This is an optimization exercise on Yosys and OpenROAD, whose aim is small area and a short achievable clock period, not a production implementation. Function was checked by simulation only, so behaviour that the tests miss may differ from the original.

==> flow/design.v, too long to show whole: its modules and the start of the top module <==
// module tv80s: 120 lines
// module tv80_core: 1539 lines
// module tv80_mcode: 2190 lines
// module tv80_alu: 356 lines
// module tv80_reg: 41 lines
module tv80s ( 
  m1_n, mreq_n, iorq_n, rd_n, wr_n, rfsh_n, halt_n, busak_n, A, dout, 
  reset_n, clk, wait_n, int_n, nmi_n, busrq_n, di
  );
  // ...
==> flow/flow/run.sh <==
#!/bin/bash
set -uo pipefail
bash standard.sh MATCH_CELL_FOOTPRINT=0 SETUP_SLACK_MARGIN=5.6 "BUFFER_PORTS_ARGS=-buffer_cell sky130_fd_sc_hd__buf_2" finish > make.log 2>&1
status=$?
tail -20 make.log
exit $status
==> flow/standard.sh <==
#!/bin/bash
# synth_recipe.tcl (not shown) runs the flow's synth.tcl, then flattens the netlist and writes it again
# the make line also repeats each setting of config.mk as NAME=value (left out here)
make -C /OpenROAD-flow-scripts/flow DESIGN_CONFIG=/design/flow/config.mk WORK_HOME=/design/flow/orfs CLKGATE_MAP_FILE= SYNTH_SCRIPT=/design/flow/synth_recipe.tcl "${@:-finish}"
==> flow/config.mk <==
export PLATFORM = sky130hd
export DESIGN_NAME = tv80s
export DESIGN_NICKNAME = tv80s
export VERILOG_FILES = /design/flow/design.v
export SDC_FILE = /design/flow/constraint.sdc
export NUM_CORES = 4
export LEC_CHECK = 0
export CAP_MARGIN = 20
export CORE_MARGIN = 2
export CORE_UTILIZATION = 40
export SETUP_SLACK_MARGIN = 5.0
export SLEW_MARGIN = 20
==> flow/constraint.sdc <==
create_clock -name core_clock -period 10.5 [get_ports {clk}]
set_input_delay 2.1000 -clock core_clock [delete_from_list [all_inputs] [get_ports {clk}]]
set_output_delay 2.1000 -clock core_clock [all_outputs]
set_load 0.01 [all_outputs]
==> results.sh, run 1 <==
export IMPL_critical_path_required_ps=10950
export IMPL_hold_class="reg -> reg"
export IMPL_grt_most_used_layer="met2"
export IMPL_path_delay_family="adder cells"
export IMPL_place_inst=5297
export IMPL_drt_initial_drc_count=6993
export IMPL_clkbuf_count=64
export IMPL_setup_tns_ps=0
export IMPL_antenna_found_initial=13
export IMPL_die_w_um=303
export IMPL_sh_seq_area_pct=29.9
export IMPL_clkSlewWorstSetupHoldPaths_ps=70
export IMPL_synth_edf_count=234
export IMPL_postSynthCellCount=4278
export IMPL_placementRows=109
export IMPL_wire_per_inst_um=33.6
export IMPL_avgSynthCellArea_sq_um=8.37
export IMPL_slowest_delay_ps=460
export IMPL_r2r_setup_slack_ps=5390
export IMPL_tightest_slew_ps=1190
export IMPL_yosysTopAreaCell="edfxtp_1"
export IMPL_grt_max_degree=73
export IMPL_largestRegisters="i_tv80_core.i_reg.RegsH x64, i_tv80_core.i_reg.RegsL x64"
export IMPL_initial_core_util_pct=40.4
export IMPL_synthesis_area_sq_um=35800
export IMPL_wl_met1_mm=69.0
export IMPL_ant_nets=0
export IMPL_hold_viol_final=0
export IMPL_top_layer_used="met5"
export IMPL_cp_cell_sequence="buf_8 > nand2_4 > nor2_4 > xor2_2 > fa_2 > fa_2 > a21o_1 > a21o_1 > fa_2 > a21o_1 > a21o_1 > fa_1 > a22oi_2 > ha_1 > xnor2_2 > xnor2_1 > nor2_1 > a211oi_2 > a21oi_1 > nor2_1 > a211oi_2 > o31ai_2 > nand4_1 > o211ai_1"
export IMPL_synth_distinct_cells=112
export IMPL_fin_nets=4355
export IMPL_insertion_delay_ps=660
export IMPL_num_antenna_cells=5
export IMPL_grt_pass1_vias=36100
export IMPL_ys_seq_area_share_pct=33.9
export IMPL_fin_crit_sh_pct=48.6
export IMPL_grt_pass1_wl_mm=261
export IMPL_startpoint="i_tv80_core.F[0]"
export IMPL_area_delta_synth_final_pct=13.5
export IMPL_status="timing/DRC/antenna clean"
==> inputs of run 2 (changes only) <==
--- a/flow/config.mk
+++ b/flow/config.mk
@@ -10,2 +10,4 @@
 export CORE_UTILIZATION = 40
+export CTS_CLUSTER_DIAMETER = 80
+export CTS_CLUSTER_SIZE = 20
 export SETUP_SLACK_MARGIN = 5.0
==> results.sh, run 2 <==
export IMPL_synth_warnings=5
export IMPL_hold_viol_final=0
export IMPL_setup_slack_ps=5400
export IMPL_layout_drive_gt1_share_pct=16.1
export IMPL_crit_type="reg -> reg"
export IMPL_synth_most_common_cell="nand2_1"
export IMPL_clkSinkCount=438
export IMPL_die_area_sq_um=91900
export IMPL_die_w_um=303
export IMPL_finalNonFillerCells=5449
export IMPL_clock_skew_ps=42.8
export IMPL_cp_max_fo=2
export IMPL_grt_max_degree=73
export IMPL_postSynthCellCount=4278
export IMPL_remaining_drc_errors=0
export IMPL_avgSynthCellArea_sq_um=8.37
export IMPL_rsz0062_at_grt="yes"
export IMPL_firstDrtPassIters=10
export IMPL_synth_edf_count=234
export IMPL_final_cell_mix="nand2_1, nor2_1, a21oi_1"
export IMPL_ys_seq_area_share_pct=33.9
export IMPL_cts_buffers=37
export IMPL_drt_initial_drc_count=7091
export IMPL_fin_crit_sh_pct=48.5
export IMPL_largestRegisters="i_tv80_core.i_reg.RegsH x64, i_tv80_core.i_reg.RegsL x64"
export IMPL_core_area_sq_um=88500
export IMPL_synth_area_leaders="edfxtp_1, dfrtp_1, nand2_1, a21oi_1, o21ai_0"
export IMPL_hold_buffers=0
export IMPL_fin_nets=4357
export IMPL_routed_wirelength_mm=184
export IMPL_hold_class="reg -> reg"
export IMPL_wire_per_inst_um=33.7
export IMPL_setup_violations_final=0
export IMPL_grt_pass1_vias=35800
export IMPL_antenna_found_initial=13
export IMPL_cts_buffer_depth=3
export IMPL_critical_path_required_ps=10930
export IMPL_synth_top_area_share_pct=19.6
export IMPL_ys_async_sr_fraction_pct=46.6
export IMPL_pre_cts_ws_ps=4210
export IMPL_ant_nets=0
export IMPL_synth_net_count=4382
export IMPL_place_hpwl_mm=132
export IMPL_ys_flop_type="edfxtp_1"
export IMPL_ioPinCount=46
export IMPL_clock_fmax_ghz=0.196
export IMPL_yosysTopAreaCell="edfxtp_1"
export IMPL_worst_ep_arrival_time_ps=5530
export IMPL_fin_util_pct=45.7
export IMPL_max_cap_violations=0
export IMPL_dpl_cell_area_sq_um=37300
export IMPL_num_vias=39300
export IMPL_cts_root_buffer="clkbuf_16"
export IMPL_place_inst=5297
export IMPL_synth_seq_cells=438
export IMPL_slew_viol_final=0
export IMPL_tightest_slew_ps=1240
export IMPL_fin_hold_ws_ps=475
export IMPL_overflow=0
export IMPL_die_h_um=303
export IMPL_holdPathStages=1
export IMPL_r2r_cells=24
export IMPL_synthesis_area_sq_um=35800
export IMPL_status="timing/DRC/antenna clean"
export IMPL_placementRows=109
export IMPL_maxSlewHeadroom_pct=17.1
export IMPL_final_common_cell="nand2_1"
export IMPL_grt_usage_pct=38.7
export IMPL_synth_distinct_cells=112
export IMPL_cts_tree="built"
export IMPL_end_kind="register"
export IMPL_initial_core_util_pct=40.4
export IMPL_portBuffers=44
export IMPL_netlist_top_cells_count="nand2_1, nor2_1, a21oi_1"
export IMPL_startpoint_type="register"
export IMPL_period_minus_slack_ps=5100
export IMPL_avgViaCountPerCell=7.22
export IMPL_h_tree_depth=2
export IMPL_insertion_delay_ps=620
export IMPL_clkSlewWorstSetupHoldPaths_ps=90
export IMPL_gp_congestion=1.09
export IMPL_grt_pass1_wl_mm=260
export IMPL_finish_instance_area_sq_um=40500
export IMPL_setup_tns_ps=0
export IMPL_area_delta_synth_final_pct=13.0
==> run 2: cell counts after synthesis <==
No cell type changed its count.
==> run 2: what timing repair did <==
item | 4_1_cts | 5_1_grt
buffers inserted | 31 | 44
endpoints found under the setup margin | 170 | 160
gates resized for setup | 110 | 158
cloned | 4 | 2
pin swaps | 26 | 38
==> run 2: kinds of logic after synthesis <==
family          synth area share (%)
simple gates                    19.3
fa+ha+maj                       3.29
mux                             7.73
buf+inv                         4.77
flops                           33.9
other cells                   0.0105
compound gates                  28.5
xor+xnor                        2.47
==> run 2: layer usage <==
| metal | track usage (%) | share of wire (%) |
|---|---|---|
| met5 | 0 | 0.052 |
| met3 | 10.1 | 13 |
| met1 | 51.3 | 37 |
| met2 | 56.3 | 41 |
| met4 | 24.3 | 8.1 |
==> run 2: worst paths after layout <==
kind,startpoint,to,slack (ps)
max,i_tv80_core.F[0],i_tv80_core.F[2],5400
min in group asynchronous,reset_n,i_tv80_core.INT_s,1460
min,i_tv80_core.A[8],i_tv80_core.A[8],470
max reg2reg,i_tv80_core.F[0],i_tv80_core.F[2],5400
max in group asynchronous,reset_n,i_tv80_core.BusAck,7550
min reg2reg,i_tv80_core.A[8],i_tv80_core.A[8],470
==> run 2: worst max-delay path, cell delays in order, from the launching register on <==
cell	delay, ps
edfxtp_1	440
buf_8	160
nand2_4	70
nor2_4	40
xor2_2	150
fa_2	370
fa_2	360
a21o_1	160
a21o_1	200
fa_2	380
a21o_1	160
a21o_1	170
fa_1	460
a22oi_2	200
ha_1	280
xnor2_2	150
xnor2_1	130
nor2_1	70
a211oi_2	200
a21oi_1	70
nor2_1	130
a211oi_2	70
o31ai_2	260
nand4_1	120
o211ai_1	120
==> run 2: layout make-up <==
cell class	instances	area [sq um]
antenna	2	5.00
tap	1165	1460
clock buffer	47	1020
fill	8627	48100
clock inverter	21	256
inverter	87	327
timing repair buffer	272	2210
sequential	438	12200
multi-input combinational	3417	23000
==> inputs of run 3 (changes only) <==
--- a/flow/config.mk
+++ b/flow/config.mk
@@ -10,4 +10,4 @@
 export CORE_UTILIZATION = 40
-export CTS_CLUSTER_DIAMETER = 80
-export CTS_CLUSTER_SIZE = 20
+export CTS_CLUSTER_DIAMETER = 100
+export CTS_CLUSTER_SIZE = 16
 export SETUP_SLACK_MARGIN = 5.0
==> results.sh, run 3 <==
export IMPL_portBuffers=44
export IMPL_die_w_um=303
export IMPL_slew_viol_final=0
export IMPL_avgViaCountPerCell=7.19
export IMPL_nFillCells=8645
export IMPL_final_cell_mix="nand2_1, nor2_1, a21oi_1"
export IMPL_setup_tns_ps=0
export IMPL_r2r_setup_slack_ps=5390
export IMPL_holdPathStages=1
export IMPL_r2r_cells=24
export IMPL_yosysTopAreaCell="edfxtp_1"
export IMPL_largestRegisters="i_tv80_core.i_reg.RegsH x64, i_tv80_core.i_reg.RegsL x64"
export IMPL_rsz0062_at_grt="yes"
export IMPL_critical_path_required_ps=10900
export IMPL_synth_net_count=4382
export IMPL_die_h_um=303
export IMPL_regArea_sq_um=12200
export IMPL_fin_util_pct=45.4
export IMPL_netlist_top_cells_count="nand2_1, nor2_1, a21oi_1"
export IMPL_synth_warnings=5
export IMPL_multi_input_area_sq_um=22900
export IMPL_placementRows=109
export IMPL_finalNonFillerCells=5434
export IMPL_synthesis_area_sq_um=35800
export IMPL_grt_pass1_wl_mm=259
export IMPL_grt_usage_pct=38.6
export IMPL_wire_per_inst_um=33.7
export IMPL_grt_pass1_vias=35700
export IMPL_clkSinkCount=438
export IMPL_finish_instance_area_sq_um=40100
export IMPL_hold_viol_final=0
export IMPL_fin_nets=4345
export IMPL_cts_buffer_depth=3
export IMPL_drt_initial_drc_count=7190
export IMPL_ys_flop_type="edfxtp_1"
export IMPL_firstDrtPassIters=10
export IMPL_layout_drive_gt1_share_pct=15.4
export IMPL_final_common_cell="nand2_1"
export IMPL_synth_seq_cells=438
export IMPL_setup_violations_final=0
export IMPL_ys_async_sr_fraction_pct=46.6
export IMPL_dpl_cell_area_sq_um=37300
export IMPL_startpoint_type="register"
export IMPL_ant_nets=0
export IMPL_clock_fmax_ghz=0.196
export IMPL_num_vias=39100
export IMPL_fin_crit_sh_pct=48.7
export IMPL_ioPinCount=46
export IMPL_insertion_delay_ps=620
export IMPL_cts_buffers=35
export IMPL_place_hpwl_mm=132
export IMPL_period_minus_slack_ps=5110
export IMPL_status="timing/DRC/antenna clean"
export IMPL_avgSynthCellArea_sq_um=8.37
export IMPL_initial_core_util_pct=40.4
export IMPL_crit_type="reg -> reg"
export IMPL_maxSlewHeadroom_pct=21.5
export IMPL_cp_max_fo=2
export IMPL_ys_seq_area_share_pct=33.9
export IMPL_end_kind="register"
export IMPL_die_area_sq_um=91900
export IMPL_clkSlewWorstSetupHoldPaths_ps=90
export IMPL_postSynthCellCount=4278
export IMPL_tightest_slew_ps=1140
export IMPL_overflow=0
export IMPL_max_cap_violations=0
export IMPL_routed_wirelength_mm=183
export IMPL_remaining_drc_errors=0
export IMPL_cts_tree="built"
export IMPL_grt_max_degree=73
export IMPL_synth_most_common_cell="nand2_1"
export IMPL_synth_distinct_cells=112
export IMPL_gp_congestion=1.09
export IMPL_area_delta_synth_final_pct=12.1
export IMPL_hold_buffers=0
export IMPL_cts_root_buffer="clkbuf_16"
export IMPL_synth_top_area_share_pct=19.6
export IMPL_hold_class="reg -> reg"
export IMPL_synth_edf_count=234
export IMPL_h_tree_depth=2
export IMPL_core_area_sq_um=88500
export IMPL_place_inst=5297
export IMPL_worst_ep_arrival_time_ps=5510
export IMPL_antenna_found_initial=15
export IMPL_synth_area_leaders="edfxtp_1, dfrtp_1, nand2_1, a21oi_1, o21ai_0"
export IMPL_clock_skew_ps=58.2
==> run 3: cell counts after synthesis <==
No cell type changed its count.
==> run 3: layer usage <==
metal  vias to the layer above  track usage [%]  wire (um)
met5                         -                0        125
met4                        18             23.7      14300
met3                       792             9.77      23600
met2                      3185             56.3      76300
met1                     18800             51.3      68800
li1                      16300                -          -
==> run 3: layout make-up <==
| cell class | instances | area share [%] |
|---|---|---|
| timing repair buffer | 262 | 5.31 |
| inverter | 87 | 0.813 |
| sequential | 438 | 30.3 |
| antenna | 2 | 0.0125 |
| clock buffer | 56 | 2.46 |
| tap | 1165 | 3.63 |
| clock inverter | 7 | 0.312 |
| multi-input combinational | 3417 | 57.2 |
==> run 3: per-stage QoR <==
step | hold WS [ps] | worst slack (ps)
2_1_floorplan | 421 | 5380
3_5_place_dp | 455 | 4210
6_report | 428 | 5390
3_3_place_gp | 456 | 4190
5_1_grt | 473 | 5160
4_1_cts | 420 | 5290
==> run 3: critical path, stage by stage (launching register included) <==
cell	delay, ps
edfxtp_1	430
buf_8	160
nand2_4	70
nor2_4	40
xor2_2	150
fa_2	370
fa_2	360
a21o_1	170
a21o_1	180
fa_2	360
a21o_1	160
a21o_1	170
fa_1	460
a22oi_2	200
ha_1	280
xnor2_2	150
xnor2_1	160
nor2_1	70
a211oi_2	200
a21oi_1	70
nor2_1	140
a211oi_2	70
o31ai_2	270
nand4_1	120
o211ai_1	110
==> run 3: worst paths after layout <==
path                                          from               endpoint
worst max-delay path              i_tv80_core.F[0]       i_tv80_core.F[2]
worst min-delay path            i_tv80_core.No_BTR      i_tv80_core.BTR_r
worst max register to register    i_tv80_core.F[0]       i_tv80_core.F[2]
worst min register to register  i_tv80_core.No_BTR      i_tv80_core.BTR_r
max in group asynchronous                  reset_n  i_tv80_core.mcycle[6]
min in group asynchronous                  reset_n      i_tv80_core.INT_s
==> run 3: what timing repair did <==
item | 4_1_cts | 5_1_grt
resized for setup | 107 | 144
cloned | 2 | 3
buffers inserted | 30 | 35
pin swaps | 25 | 35
endpoints found under the setup margin | 171 | 157
==> run 3: cells by family after synthesis <==
| logic type | Yosys count | synth area share (%) |
|---|---|---|
| AOI/OAI and AO/OA | 1522 | 28.5 |
| and+or+nand+nor | 1494 | 19.3 |
| DFF | 438 | 33.9 |
| buffers and inverters | 424 | 4.77 |
| muxes | 208 | 7.73 |
| xor gates and xnor gates | 101 | 2.47 |
| adders and majority gates | 90 | 3.29 |
| other | 1 | 0.0105 |
==> inputs of run 4 (changes only) <==
==> flow/flow/run.sh (replaced) <==
#!/bin/bash
# The standard layout (standard.sh: the standard flow's synthesis, floorplan, placement,
# CTS, routing), with two changes to how the resizer may work:
#  - MATCH_CELL_FOOTPRINT=0 lets repair_timing swap a cell for any
#    equivalent cell of another footprint when it upsizes;
#  - the ports are buffered with buf_2 cells instead of delay buffers.
# make's full output goes to make.log here; ORFS keeps each step's log
# under orfs/logs/.
set -uo pipefail
bash standard.sh MATCH_CELL_FOOTPRINT=0 "BUFFER_PORTS_ARGS=-buffer_cell sky130_fd_sc_hd__buf_2" finish > make.log 2>&1
status=$?
tail -20 make.log
exit $status
--- a/flow/config.mk
+++ b/flow/config.mk
@@ -10,4 +10,2 @@
 export CORE_UTILIZATION = 40
-export CTS_CLUSTER_DIAMETER = 100
-export CTS_CLUSTER_SIZE = 16
 export SETUP_SLACK_MARGIN = 5.0
==> results.sh, run 4 <==
export IMPL_largestRegisters="i_tv80_core.i_reg.RegsH x64, i_tv80_core.i_reg.RegsL x64"
export IMPL_slowest_delay_ps=860
export IMPL_firstDrtPassIters=7
export IMPL_final_common_cell="nand2_1"
export IMPL_initial_core_util_pct=40.4
export IMPL_area_delta_synth_final_pct=10.6
export IMPL_routed_wirelength_mm=186
export IMPL_worst_ep_arrival_time_ps=6060
export IMPL_fin_crit_sh_pct=52.4
export IMPL_synth_seq_cells=438
export IMPL_grt_pass1_wl_mm=263
export IMPL_maxSlewHeadroom_pct=19.4
export IMPL_final_cell_mix="nand2_1, nor2_1, a21oi_1"
export IMPL_avgSynthCellArea_sq_um=8.37
export IMPL_place_hpwl_mm=135
export IMPL_wire_per_inst_um=34.4
export IMPL_synth_edf_count=234
export IMPL_synthesis_area_sq_um=35800
export IMPL_hold_class="reg -> reg"
export IMPL_startpoint_type="register"
export IMPL_fin_nets=4300
export IMPL_slew_viol_final=0
export IMPL_status="timing/DRC/antenna clean"
export IMPL_overflow=0
export IMPL_drt_initial_drc_count=6503
export IMPL_pre_cts_ws_ps=4320
export IMPL_insertion_delay_ps=680
export IMPL_rsz0062_at_grt="yes"
export IMPL_clock_skew_ps=51.5
export IMPL_gp_congestion=1.07
export IMPL_cts_buffers=52
export IMPL_max_cap_violations=0
export IMPL_hold_viol_final=0
export IMPL_grt_most_used_layer="met2"
export IMPL_hold_buffers=0
export IMPL_setup_slack_ps=5000
export IMPL_synth_distinct_cells=112
export IMPL_die_h_um=303
export IMPL_netlist_top_cells_count="nand2_1, nor2_1, a21oi_1"
export IMPL_cpMostUsedCell="buf_4"
export IMPL_synth_area_leaders="edfxtp_1, dfrtp_1, nand2_1, a21oi_1, o21ai_0"
export IMPL_layout_drive_gt1_share_pct=12.7
export IMPL_ys_flop_type="edfxtp_1"
export IMPL_postSynthCellCount=4278
export IMPL_portBuffers=44
export IMPL_ys_seq_area_share_pct=33.9
export IMPL_die_area_sq_um=91900
export IMPL_cp_num_buf_inv=2
export IMPL_crit_type="reg -> reg"
export IMPL_clock_fmax_ghz=0.182
export IMPL_ioPinCount=46
export IMPL_grt_max_degree=87
export IMPL_synth_top_area_share_pct=19.6
export IMPL_grt_usage_pct=39.4
export IMPL_path_delay_family="simple AND/OR/NAND/NOR gates"
export IMPL_synth_warnings=5
export IMPL_cts_tree="built"
export IMPL_ys_async_sr_fraction_pct=46.6
export IMPL_antenna_found_initial=14
export IMPL_gr_usage_met3_pct=10.2
export IMPL_ant_nets=0
export IMPL_setup_violations_final=0
export IMPL_clkSlewWorstSetupHoldPaths_ps=60
export IMPL_core_area_sq_um=88500
export IMPL_clkSinkCount=438
export IMPL_cp_cell_sequence="buf_4 > nand3b_1 > or4_1 > a211oi_4 > nor4b_2 > nand2b_1 > o32a_1 > nor2_2 > buf_4 > nand3_1 > o311a_1 > or3_1 > o31ai_1 > o311ai_1"
export IMPL_grt_pass1_vias=35800
export IMPL_grtUsageMet1_pct=52.0
export IMPL_setup_tns_ps=0
export IMPL_cts_buffer_depth=3
export IMPL_end_kind="register"
export IMPL_num_vias=38700
export IMPL_tightest_slew_ps=1210
export IMPL_h_tree_depth=2
export IMPL_placementRows=109
export IMPL_synth_most_common_cell="nand2_1"
export IMPL_critical_path_required_ps=11060
export IMPL_cp_slowest_cell="or4_1"
export IMPL_cp_max_fo=24
export IMPL_period_minus_slack_ps=5500
export IMPL_cts_root_buffer="clkbuf_16"
export IMPL_met2_usage_pct=58.2
export IMPL_yosysTopAreaCell="edfxtp_1"
export IMPL_avgViaCountPerCell=7.15
export IMPL_remaining_drc_errors=0
export IMPL_die_w_um=303
export IMPL_synth_net_count=4382
==> run 4: cell counts after synthesis <==
Identical to the previous run, type by type.
==> run 4: path summary, 6_finish.rpt <==
kind                            cells past startpoint  slack, ps         startpoint                       endpoint
worst max-delay path                               14       5000  i_tv80_core.IR[3]  i_tv80_core.Set_Addr_To_qA[0]
worst min-delay path                                2        470   i_tv80_core.A[1]               i_tv80_core.A[1]
worst max register to register                     14       5000  i_tv80_core.IR[3]  i_tv80_core.Set_Addr_To_qA[0]
worst min register to register                      2        470   i_tv80_core.A[1]               i_tv80_core.A[1]
max in group asynchronous                           2       7570            reset_n             i_tv80_core.BusAck
min in group asynchronous                           1       1440            reset_n              i_tv80_core.IR[0]
==> run 4: metrics by stage <==
step / utilization (%) / instances / cell area (sq um) / hold WS (ps)
after floorplan: - / 4278 / 35800 / 421
after global placement: 42.2 / 5293 / 37300 / 455
after detailed placement: 42.2 / 5293 / 37300 / 465
after CTS: 44.4 / 5394 / 39300 / 479
after global routing: 44.7 / 5404 / 39600 / 506
final: 44.8 / 5409 / 39600 / 471
==> run 4: worst min-delay path, delay by kind of cell (launching register included) <==
family             cells  cell delay (ps)
AOI/OAI and AO/OA      1               60
DFF                    1              340
and+or+nand+nor        1               40
==> run 4: what timing repair did <==
| action | in CTS | in global routing |
|---|---|---|
| resized for setup | 11 | 43 |
| setup endpoints to repair | 25 | 104 |
| buffers inserted | 4 | 10 |
| pin swaps | 2 | 14 |
| hold endpoints to repair | 0 | 0 |
| gates cloned | 0 | 0 |
==> run 4: kinds of logic after synthesis <==
| group | synth area share, % |
|---|---|
| AO/OA/AOI/OAI | 28.5 |
| XOR/XNOR | 2.47 |
| adder cells (fa/ha/maj) | 3.29 |
| buffers and inverters | 4.77 |
| flip-flops | 33.9 |
| multiplexers | 7.73 |
| other | 0.0105 |
| AND/OR/NAND/NOR | 19.3 |
==> run 4: area by class of cell <==
class	count	area, sq um
Antenna cell	5	12.5
Clock buffer	67	1450
Clock inverter	30	443
Fill cell	8777	48900
Inverter	87	327
Multi-Input combinational cell	3416	22300
Sequential cell	438	12200
Tap cell	1165	1460
Timing Repair Buffer	201	1450
==> run 4: per-layer routing <==
metal | vias up | routed length [um]
met5 | - | 108
met4 | 18 | 13800
met3 | 751 | 21900
met2 | 2883 | 78000
met1 | 18800 | 72100
li1 | 16200 | -

[separate check: timing with driven ports]
No port has a modelled driver above. Below, the same layouts with a new extraction and two added sets of constraints. Step 1 assumes that a clkbuf_16 drives the clock port and a buf_2 every other input. Step 2 times the ports against the registers' clock, not the clock port: input delays grow and output delays shrink by t, the midpoint of the rising clock arrivals with the driver on. a / b / c = ideal ports / drivers / drivers and shift; a / b = the first two.
| run | t, ns | setup slack, ns | hold slack, ns | worst setup path at the end | cell pins on the clock port's net |
|---|---|---|---|---|---|
| run 1 | 0.712 | 5.393 / 5.393 / 4.825 | 0.466 / 0.466 / 0.466 | input to register | 1 |
| run 2 | 0.672 | 5.404 / 5.404 / 4.966 | 0.475 / 0.475 / 0.475 | input to register | 1 |
| run 3 | 0.668 | 5.389 / 5.389 / 4.929 | 0.428 / 0.428 / 0.428 | input to register | 1 |
| run 4 | 0.722 | 5.002 / 5.002 / 4.366 | 0.471 / 0.471 / 0.471 | input to register | 1 |
After both steps every run listed still meets setup and hold. For run 4, which loses most, drivers alone change the setup slack by 0.000 ns; drivers and shift together by -0.636 ns.
